Background: an optimization exercise with open tools, aiming at small area and a short achievable clock period. Do not read the settings as production practice. Where RTL was checked, it was by simulation tests only, not by an equivalence proof against the original.

Design montgomery_top, start of the top module:
module montgomery_top (
    input           clk     ,
    input           rst_n   ,
    input           en      ,
    input   [11:0]  a       ,
    input   [11:0]  b       ,
    output          busy    ,
    output          done    ,
    output  [11:0]  r
);
clock: 8.0 ns
lec_check: 0
abc_clock_period_in_ps: 3500
cap_margin: 20
core_margin: 2
core_utilization: 65
cts_cluster_size: 40
setup_slack_margin: 4.4
slew_margin: 20
synth_hierarchical: 1
run.sh (not shown) runs the stock make flow with config.mk's settings and CLKGATE_MAP_FILE= SYNTH_SCRIPT=/design/flow/synth_recipe.tcl, a recipe that flattens the netlist after the stock synthesis.
The baseline completed with no timing, DRC or antenna violations.
Then changed:
- ABC_CLOCK_PERIOD_IN_PS: 3500 -> 3300
- SETUP_SLACK_MARGIN: 4.4 -> 4.6
Result: Register-to-register slack improves by 0.21 ns; flip-flop and latch count is unchanged; wire length goes up by 3.6%; core utilization goes up by 1.5 points; count of clock-buffer cells in the layout falls by 2; hold slack is about the same; non-clock buffer count goes up by 10; global-route usage came out higher by 0.32 points; worst setup slack is worse by 0.020 ns.
Then changed:
- ABC_CLOCK_PERIOD_IN_PS: 3300 -> 3500
- CORE_UTILIZATION: 65 -> 40
- CTS_CLUSTER_SIZE: 40 -> default
- SETUP_SLACK_MARGIN: 4.6 -> 4.4
Via count came out lower by 4.8%.
Clock skew stays flat.
Setup slack improved by 0.0097 ns.
Sequential share of layout area came out lower by 0.13 points.
Routed wire length came out lower by 4.3%.
Global-route usage came out lower by 9.5 points.
Then changed:
- CORE_UTILIZATION: 40 -> 65
- CTS_BUF_LIST: default -> sky130_fd_sc_hd__clkbuf_4
- CTS_CLUSTER_SIZE: default -> 40
What happened: The new run went through all stages and came out clean. Global-route usage climbs by 9.0 points. Wire length hardly moves. Die area drops by 38%. Cell area drops by 4.4%. Count of clock-buffer cells in the layout climbs by 5. Final cell count drops by 11%. Synthesized cell count is unchanged. Hold slack improved by 0.015 ns. Setup slack improved by 0.0037 ns. Fmax barely changes.

========
## wip/yarrow
montgomery_top, a different RTL version from the one above (not shown whole).
Size in the first run: roughly 700 cells after synthesis, about 130 flip-flops, roughly 41 I/O pins, about 8200 µm² of cells after synthesis.
export LEC_CHECK = 0
export ABC_CLOCK_PERIOD_IN_PS = 3500
export CAP_MARGIN = 20
export CORE_MARGIN = 2
export CORE_UTILIZATION = 65
export CTS_BUF_LIST = sky130_fd_sc_hd__clkbuf_8
export CTS_CLUSTER_SIZE = 40
export SETUP_SLACK_MARGIN = 4.7
export SLEW_MARGIN = 20
export SYNTH_HIERARCHICAL = 1
create_clock -name core_clock -period 8.0 [get_ports {clk}]
standard.sh (not shown) runs the stock make flow with config.mk's settings and CLKGATE_MAP_FILE= SYNTH_SCRIPT=/design/flow/synth_recipe.tcl, a recipe that flattens the netlist after the stock synthesis.
==> flow/flow/run.sh <==
#!/bin/bash
# Standard layout, with the port buffers made from the smallest plain buffer, no
# dummy loads in the clock tree, and busy's OR rebuilt as nor2 + inv (busy.tcl).
set -euo pipefail
here=$(pwd)
bash standard.sh "BUFFER_PORTS_ARGS=-buffer_cell sky130_fd_sc_hd__buf_1" \
  "CTS_ARGS=-sink_clustering_enable -repair_clock_nets -dont_use_dummy_load -sink_clustering_size 40 -buf_list sky130_fd_sc_hd__clkbuf_8" \
  "PRE_GLOBAL_PLACE_TCL=$here/flow/busy.tcl" \
  finish > standard_flow.log 2>&1
==> flow/flow/busy.tcl <==
# Before global placement: rebuild busy = en | done as nor2 + inv, which is
# faster than an or2 on the input-to-output path. Same function.
set drv ""
foreach pin [get_pins -of_objects [get_nets busy]] {
  if {[get_property $pin direction] == "output"} { set drv $pin }
}
if {$drv != ""} {
  set inst [get_cells -of_objects $drv]
  set cell [get_property $inst ref_name]
  if {[string match "sky130_fd_sc_hd__or2_*" $cell]} {
    set name [get_property $inst name]
    set na [get_nets -of_objects [get_pins $name/A]]
    set nb [get_nets -of_objects [get_pins $name/B]]
    set ny [get_nets -of_objects [get_pins $name/X]]
    delete_instance $name
    set mid [make_net busy_nor_n]
    make_instance busy_nor sky130_fd_sc_hd__nor2_2
    make_instance busy_inv sky130_fd_sc_hd__inv_2
    connect_pin $na busy_nor/A
    connect_pin $nb busy_nor/B
    connect_pin $mid busy_nor/Y
    connect_pin $mid busy_inv/A
    connect_pin $ny busy_inv/Y
    foreach p {busy_nor/A busy_nor/B busy_nor/Y busy_inv/A busy_inv/Y} {
      if {[get_nets -quiet -of_objects [get_pins $p]] == ""} { error "busy.tcl: $p not connected" }
    }
    puts "busy.tcl: replaced $name ($cell) by nor2 + inv"
  }
}
wip/yarrow completed end to end with timing, DRC and antenna clean.
The inputs of wip/cedar differ from those of wip/yarrow as listed below.
- swapping 4.7 for 4.6 in SETUP_SLACK_MARGIN
- putting GPL_ROUTABILITY_DRIVEN at 0 where nothing was set
- putting GPL_TIMING_DRIVEN at 0 where nothing was set
[summary]
- Required time of the critical path: wip/cedar vs wip/yarrow up 1.99 ns
- Status: clock-cell share of area parity (wip/cedar, wip/yarrow)
- [compare] base=wip/yarrow new=wip/cedar: sequential share of cell area went down; number of inserted filler cells in the final layout went up.
- Final cell area: wip/cedar below wip/yarrow
The inputs of wip/fjord differ from those of wip/cedar as listed below.
- a deleted GPL_ROUTABILITY_DRIVEN that had been 0
- a deleted GPL_TIMING_DRIVEN that had been 0
==> flow/flow/run.sh <==
#!/bin/bash
# Standard layout, with the port buffers made from the smallest plain buffer, no
# dummy loads in the clock tree, and busy's OR rebuilt as nor2 + inv (busy.tcl).
set -euo pipefail
here=$(pwd)
bash standard.sh "BUFFER_PORTS_ARGS=-buffer_cell sky130_fd_sc_hd__buf_1" \
  "CTS_ARGS=-sink_clustering_enable -repair_clock_nets -dont_use_dummy_load -sink_clustering_size 40 -buf_list sky130_fd_sc_hd__clkbuf_4" \
  "PRE_GLOBAL_PLACE_TCL=$here/flow/busy.tcl" \
  finish > standard_flow.log 2>&1
==> summary.txt <==
- Number of global-route vias before repair up about 0.7% in wip/fjord wrt wip/cedar
- Summary — met1 routing resource usage after global routing, wip/fjord relative to wip/cedar: higher, by 0.92 points.
- Per the comparison of wip/fjord with wip/cedar, total wirelength of the detailed-routed design now larger; post-DP HPWL rose by about 4.4%.
- Delta (wip/fjord minus wip/cedar): share of post-route cells with drive strength above 1 went up by 1.5 points.
- The number of buffers other than clock buffers in the final layout of wip/fjord falls short of that of wip/cedar by 20%.
- wip/fjord and wip/cedar ended up with roughly the same tightest slew margin relative to the limit.
Input changes introduced in wip/violet (baseline for comparison: wip/fjord):
- swapping 4.6 for 4.5 in SETUP_SLACK_MARGIN
==> flow/flow/run.sh <==
#!/bin/bash
# Standard layout, with the port buffers made from the smallest plain buffer, no
# dummy loads in the clock tree, and busy's OR rebuilt as nor2 + inv (busy.tcl).
set -euo pipefail
here=$(pwd)
bash standard.sh "BUFFER_PORTS_ARGS=-buffer_cell sky130_fd_sc_hd__buf_1" \
  "CTS_ARGS=-sink_clustering_enable -repair_clock_nets -dont_use_dummy_load -sink_clustering_size 40 -buf_list sky130_fd_sc_hd__clkbuf_8" \
  "PRE_GLOBAL_PLACE_TCL=$here/flow/busy.tcl" \
  finish > standard_flow.log 2>&1
- From wip/fjord to wip/violet the numbers moved as follows: area after detailed placement barely changed; worst slew margin relative to its limit climbed 2.3 points; top fanout value on the critical path dropped 2; achievable clock frequency climbed about 0.9%.
- Cell count: wip/violet lower than wip/fjord
- Total non-filler cell area in the finished layout: wip/violet vs wip/fjord, no meaningful difference
- wip/violet: flow completed, timing, DRC and antenna clean

========
Setup of rev 12:
montgomery_top, a different RTL version from the one above (not shown whole).
Size: ~740 cells after synthesis, ~140 flip-flops, ~8500 µm² of cells after synthesis.
clock: 8.0 ns
lec_check: 0
abc_clock_period_in_ps: 3500
cap_margin: 20
core_margin: 2
core_utilization: 65
cts_buf_list: sky130_fd_sc_hd__clkbuf_8
cts_cluster_size: 40
setup_slack_margin: 4.4
slew_margin: 20
synth_hierarchical: 1
==> flow/flow/run.sh <==
#!/bin/bash
# Standard layout, with the port buffers made from the smallest plain buffer.
set -euo pipefail
bash standard.sh "BUFFER_PORTS_ARGS=-buffer_cell sky130_fd_sc_hd__buf_1" finish > standard_flow.log 2>&1
Rev 12 ran to completion and came out clean on the timing, DRC and antenna checks.
Changes in rev 13 relative to rev 12:
==> flow/flow/run.sh <==
#!/bin/bash
# Standard layout, with the port buffers made from the smallest plain buffer and
# no dummy loads in the clock tree.
set -euo pipefail
bash standard.sh "BUFFER_PORTS_ARGS=-buffer_cell sky130_fd_sc_hd__buf_1" \
  "CTS_ARGS=-sink_clustering_enable -repair_clock_nets -dont_use_dummy_load -sink_clustering_size 40 -buf_list sky130_fd_sc_hd__clkbuf_8" \
  finish > standard_flow.log 2>&1
==> comparison <==
As far as standard-cell row count goes, rev 13 and rev 12 are indistinguishable; the numbers are identical.
Going from rev 12 to rev 13, post-route fraction of the period consumed by the critical path stayed essentially flat; worst setup slack stayed essentially flat; fraction of met1 tracks used by global routing fell by 0.59 points.

========
red:
montgomery_top, a different RTL version from the one above (not shown whole).
For scale: roughly 750 cells after synthesis, about 140 flip-flops, roughly 41 I/O pins, ~8600 um^2 of cells after synthesis.
make LEC_CHECK=0 ABC_CLOCK_PERIOD_IN_PS=3500 CAP_MARGIN=20 CORE_MARGIN=2 CORE_UTILIZATION=65 CTS_BUF_LIST=sky130_fd_sc_hd__clkbuf_8 CTS_CLUSTER_SIZE=40 SETUP_SLACK_MARGIN=4.4 SLEW_MARGIN=20 SYNTH_HIERARCHICAL=1 finish   # period 8.0 ns
run.sh (not shown) runs the stock make flow with config.mk's settings and CLKGATE_MAP_FILE= SYNTH_SCRIPT=/design/flow/synth_recipe.tcl, a recipe that flattens the netlist after the stock synthesis.
Stock flow here: none of the scripts above is used.
red has completed all stages; timing, DRC and antenna checks passed.
### red -> blue
Settings: CORE_UTILIZATION changed from 65 to 80.
[summary]
Design area went down slightly going from red to blue.
The final reports for blue and red show share of cells above drive strength 1 higher in the former.
Worst hold margin: red vs blue — no meaningful difference
The die used by blue is smaller than the one used by red.
blue drops more vias than red.
--- input diff blue..green ---
Settings: ABC_AREA: unset -> 1; CORE_UTILIZATION: 80 -> 65.
Changes observed in green relative to blue: largest fanout of any net on the critical path level. blue reports its cell at the slowest stage of the critical path as or2_1 while green reports clkdlybuf4s15_1. Diff blue -> green: final-layout non-clock buffer area share held steady, worst setup slack grew by 6.6 ps. Mean post-synth cell area in green is about 12% lower than in blue. green against blue: flip-flop and latch share of the layout cell area lower, well-tap cell count higher.
Setup changes, green to orange
Settings: ABC_AREA: 1 -> unset.
==> flow/flow/run.sh (new file) <==
#!/bin/bash
# Standard layout, with the port buffers made from the smallest plain buffer.
set -euo pipefail
bash standard.sh "BUFFER_PORTS_ARGS=-buffer_cell sky130_fd_sc_hd__buf_1" finish > standard_flow.log 2>&1
==> flow/standard.sh (new file) <==
#!/bin/bash
# synth_recipe.tcl (not shown) runs the flow's synth.tcl, then flattens the netlist and writes it again
# the make line also repeats each setting of config.mk as NAME=value (left out here)
make -C /OpenROAD-flow-scripts/flow DESIGN_CONFIG=/design/flow/config.mk WORK_HOME=/design/flow/orfs CLKGATE_MAP_FILE= SYNTH_SCRIPT=/design/flow/synth_recipe.tcl "${@:-finish}"
removed: flow/run.sh
Findings:
- Compared with green, orange improves total routed wirelength.
- In the metrics for orange and green, the one carrying the higher portion of the layout cell area used by non-clock buffers is green.
- As far as number of cells on the worst hold path goes, green and orange are indistinguishable; the numbers are identical.
- Going from green to orange, via count shrinks by 11%.
- Looking at die footprint, orange sits below green.
- Taking green over orange, the initial detailed-routing violation count ratio works out to 1.2.
- orange vs green: synthesized-area fraction occupied by adder cells up in orange
- [compare] base=green new=orange: final non-filler cell total shows a reduction of 12%, total cell area at the placement stage shows a reduction of about 6%, area of all placed cells without fillers shows a reduction of 6.2%.
No functional check of the RTL was part of any run of this note.

========
oak:
montgomery_top, a different RTL version from the one above (not shown whole).
Size: about 1300 cells after synthesis, roughly 91 flip-flops, ~41 I/O pins, roughly 12000 µm² of cells after synthesis.
Settings: LEC_CHECK=0, ABC_CLOCK_PERIOD_IN_PS=3000, CAP_MARGIN=20, CORE_MARGIN=2, CORE_UTILIZATION=40, SETUP_SLACK_MARGIN=4.6, SLEW_MARGIN=20; clock period 8.0 ns.
Stock flow here: none of the scripts above is used.
Relative to oak, the following input files were edited for pine:
- SETUP_SLACK_MARGIN removed (was 4.6)
- ABC_CLOCK_PERIOD_IN_PS removed (was 3000)
## What came out
Timing, DRC, antenna: 0 failures across pine and oak. Going from oak to pine, worst-case setup slack after placement shows a reduction of 0.25 ns; met3 usage went up by 0.26 points; wire length on met1 shows a reduction of 5.6%; path length in cells of the critical path fell 1; combined buffer and inverter count along the critical path went down. Synthesis-to-layout area growth, pine and oak: higher on oak. Total non-filler cell area in the finished layout: pine better than oak. Diff oak..pine | flip-flop and latch count | negligible.
Function was not checked in any run of this note: the RTL went through the layout flow alone.

========
Setup of build 35:
Another version of the RTL of montgomery_top (not shown whole).
Size in the first run: about 940 cells after synthesis, about 170 flip-flops, roughly 11000 µm² of cells after synthesis.
export LEC_CHECK = 0
export ABC_CLOCK_PERIOD_IN_PS = 3500
export CAP_MARGIN = 20
export CORE_MARGIN = 2
export CORE_UTILIZATION = 40
export SETUP_SLACK_MARGIN = 4.4
export SLEW_MARGIN = 20
export SYNTH_HIERARCHICAL = 1
create_clock -name core_clock -period 8.0 [get_ports {clk}]
Build 35 finished every step from synthesis to the final layout, and the layout passed the timing, DRC and antenna checks.
[inputs] build 93 vs build 35
- CTS_CLUSTER_SIZE: unset -> 40
- CORE_UTILIZATION: 40 -> 65
Results
Build 93 gives more met2 usage than build 35 did.
Going from build 35 to build 93, count of inserted tapcells lower, sequential share of layout area higher, share of the clock period used by the worst path roughly the same, wire length higher.
Setup slack, build 35 and build 93: larger value in build 93
Compared with build 35, build 93 shows design area that has gone down slightly.
[compare] base=build 35 new=build 93: area growth from synthesis to final layout now sits lower, minimum period implied by the final worst setup slack now smaller.
Here is what was changed in the inputs of build 97 compared with build 93.
- putting CTS_CLUSTER_DIAMETER at 100 where nothing was set
- swapping 65 for 40 in CORE_UTILIZATION
Results
Sort build 93 and build 97 by register-to-register slack, descending, and build 93 comes first. For the via count, build 97 came in 261 lower than build 93 did. Build 97 against build 93: aggregate global-route resource usage shows a reduction of 9.3 points, highest cell delay on the worst timing path barely changed, x dimension of the die rose 27%. Build 93 has lower final critical delay including setup and external delays than build 97. Each of the runs, namely build 93 and build 97, reached the end of the flow and came out clean. The latest clock arrival within the worst-skew pair of build 97 and that of build 93 are within noise of each other. In the tables for build 93 and build 97, setup slack at placement reads higher with build 93.
No run of this note included a check of the RTL's function; only the layout flow was run.

========
montgomery_top, a different RTL version from the one above (not shown whole).
For scale: ~730 cells after synthesis, roughly 0.0085 mm2 of cells after synthesis.
==> flow/config.mk <==
export PLATFORM = sky130hd
export DESIGN_NAME = montgomery_top
export DESIGN_NICKNAME = montgomery_top
export VERILOG_FILES = /design/flow/design.v
export SDC_FILE = /design/flow/constraint.sdc
export NUM_CORES = 4
export LEC_CHECK = 0
export ABC_CLOCK_PERIOD_IN_PS = 3500
export CAP_MARGIN = 20
export CORE_MARGIN = 2
export CORE_UTILIZATION = 65
export CTS_BUF_LIST = sky130_fd_sc_hd__clkbuf_8
export CTS_CLUSTER_SIZE = 40
export SETUP_SLACK_MARGIN = 4.4
export SLEW_MARGIN = 20
export SYNTH_HIERARCHICAL = 1
==> flow/constraint.sdc <==
create_clock -name core_clock -period 8.0 [get_ports {clk}]
set_input_delay 1.6000 -clock core_clock [delete_from_list [all_inputs] [get_ports {clk}]]
set_output_delay 1.6000 -clock core_clock [all_outputs]
set_load 0.01 [all_outputs]
standard.sh (not shown) runs the stock make flow with config.mk's settings and CLKGATE_MAP_FILE= SYNTH_SCRIPT=/design/flow/synth_recipe.tcl, a recipe that flattens the netlist after the stock synthesis.
==> flow/flow/run.sh <==
#!/bin/bash
# Standard layout, with the port buffers made from the smallest plain buffer and
# a clock tree of larger sink clusters without dummy loads.
set -euo pipefail
bash standard.sh "BUFFER_PORTS_ARGS=-buffer_cell sky130_fd_sc_hd__buf_1" \
  "CTS_ARGS=-sink_clustering_enable -repair_clock_nets -dont_use_dummy_load -sink_clustering_size 40 -sink_clustering_max_diameter 200 -buf_list sky130_fd_sc_hd__clkbuf_8" \
  finish > standard_flow.log 2>&1
The starting point produced a clean layout.
Change:
==> flow/flow/run.sh (replaced) <==
#!/bin/bash
# Standard layout, with the port buffers made from the smallest plain buffer and
# a clock tree of larger sink clusters without dummy loads.
set -euo pipefail
bash standard.sh "BUFFER_PORTS_ARGS=-buffer_cell sky130_fd_sc_hd__buf_1" \
  "CTS_ARGS=-sink_clustering_enable -repair_clock_nets -dont_use_dummy_load -sink_clustering_size 80 -sink_clustering_max_diameter 300 -sink_clustering_levels 1 -buf_list sky130_fd_sc_hd__clkbuf_8" \
  finish > standard_flow.log 2>&1
Die area is unchanged.
Setup slack does not change.
Routed wire length does not change.
Sequential share of layout area stays the same.
Cell area is unchanged.
Final cell count is unchanged.
Utilization stays the same.
No functional check of the RTL was part of any run of this note.

## static timing again, ports no longer ideal
In the flow no input, the clock included, has a driving cell. The finished layouts below were timed again as built, in two steps. Step 1: set_driving_cell puts a clkbuf_16 on clk and a buf_2 on each other input, an assumption about the parent block. Step 2 adds t to the input delays and takes it off the output delays; t is the mean of the earliest and latest rising clock arrival at the registers after step 1. Input paths then give back, and output paths get back, about the clock's delay inside the block. Slacks: ideal ports / drivers / drivers and shift; pairs: ideal ports / drivers.
run | t (ns) | setup slack, ns | worst setup path after step 2
the first run of note 1 | 0.455 | 4.395 / 4.375 / 4.375 | input to output
the second run of note 1 | 0.457 | 4.375 / 4.344 / 4.344 | input to output
the third run of note 1 | 0.463 | 4.385 / 4.364 / 4.364 | input to output
the fourth run of note 1 | 0.580 | 4.389 / 4.358 / 4.358 | input to output
wip/yarrow | 0.460 | 4.483 / 4.440 / 4.440 | input to output
wip/cedar | 0.463 | 4.455 / 4.436 / 4.436 | input to output
wip/fjord | 0.550 | 4.439 / 4.404 / 4.441 | input to output
wip/violet | 0.456 | 4.471 / 4.436 / 4.436 | input to output
rev 12 | 0.476 | 4.401 / 4.381 / 4.381 | input to output
rev 13 | 0.472 | 4.403 / 4.383 / 4.383 | input to output
red | 0.483 | 4.394 / 4.369 / 4.369 | input to output
blue | 0.485 | 4.371 / 4.342 / 4.342 | input to output
green | 0.475 | 4.377 / 4.353 / 4.353 | input to output
orange | 0.477 | 4.387 / 4.356 / 4.356 | input to output
oak | 0.403 | 3.113 / 3.113 / 3.113 | register to register
pine | 0.404 | 2.401 / 2.401 / 2.401 | register to register
build 35 | 0.472 | 4.370 / 4.336 / 4.336 | input to output
build 93 | 0.459 | 4.374 / 4.353 / 4.353 | input to output
build 97 | 0.472 | 4.370 / 4.336 / 4.336 | input to output
the first run of note 7 | 0.464 | 4.403 / 4.382 / 4.382 | input to output
the second run of note 7 | 0.464 | 4.403 / 4.382 / 4.382 | input to output
After both steps setup and hold are still met in every run listed. The setup slack of wip/yarrow, which loses most, moves by -0.043 ns with the drivers and by -0.043 ns with both steps.
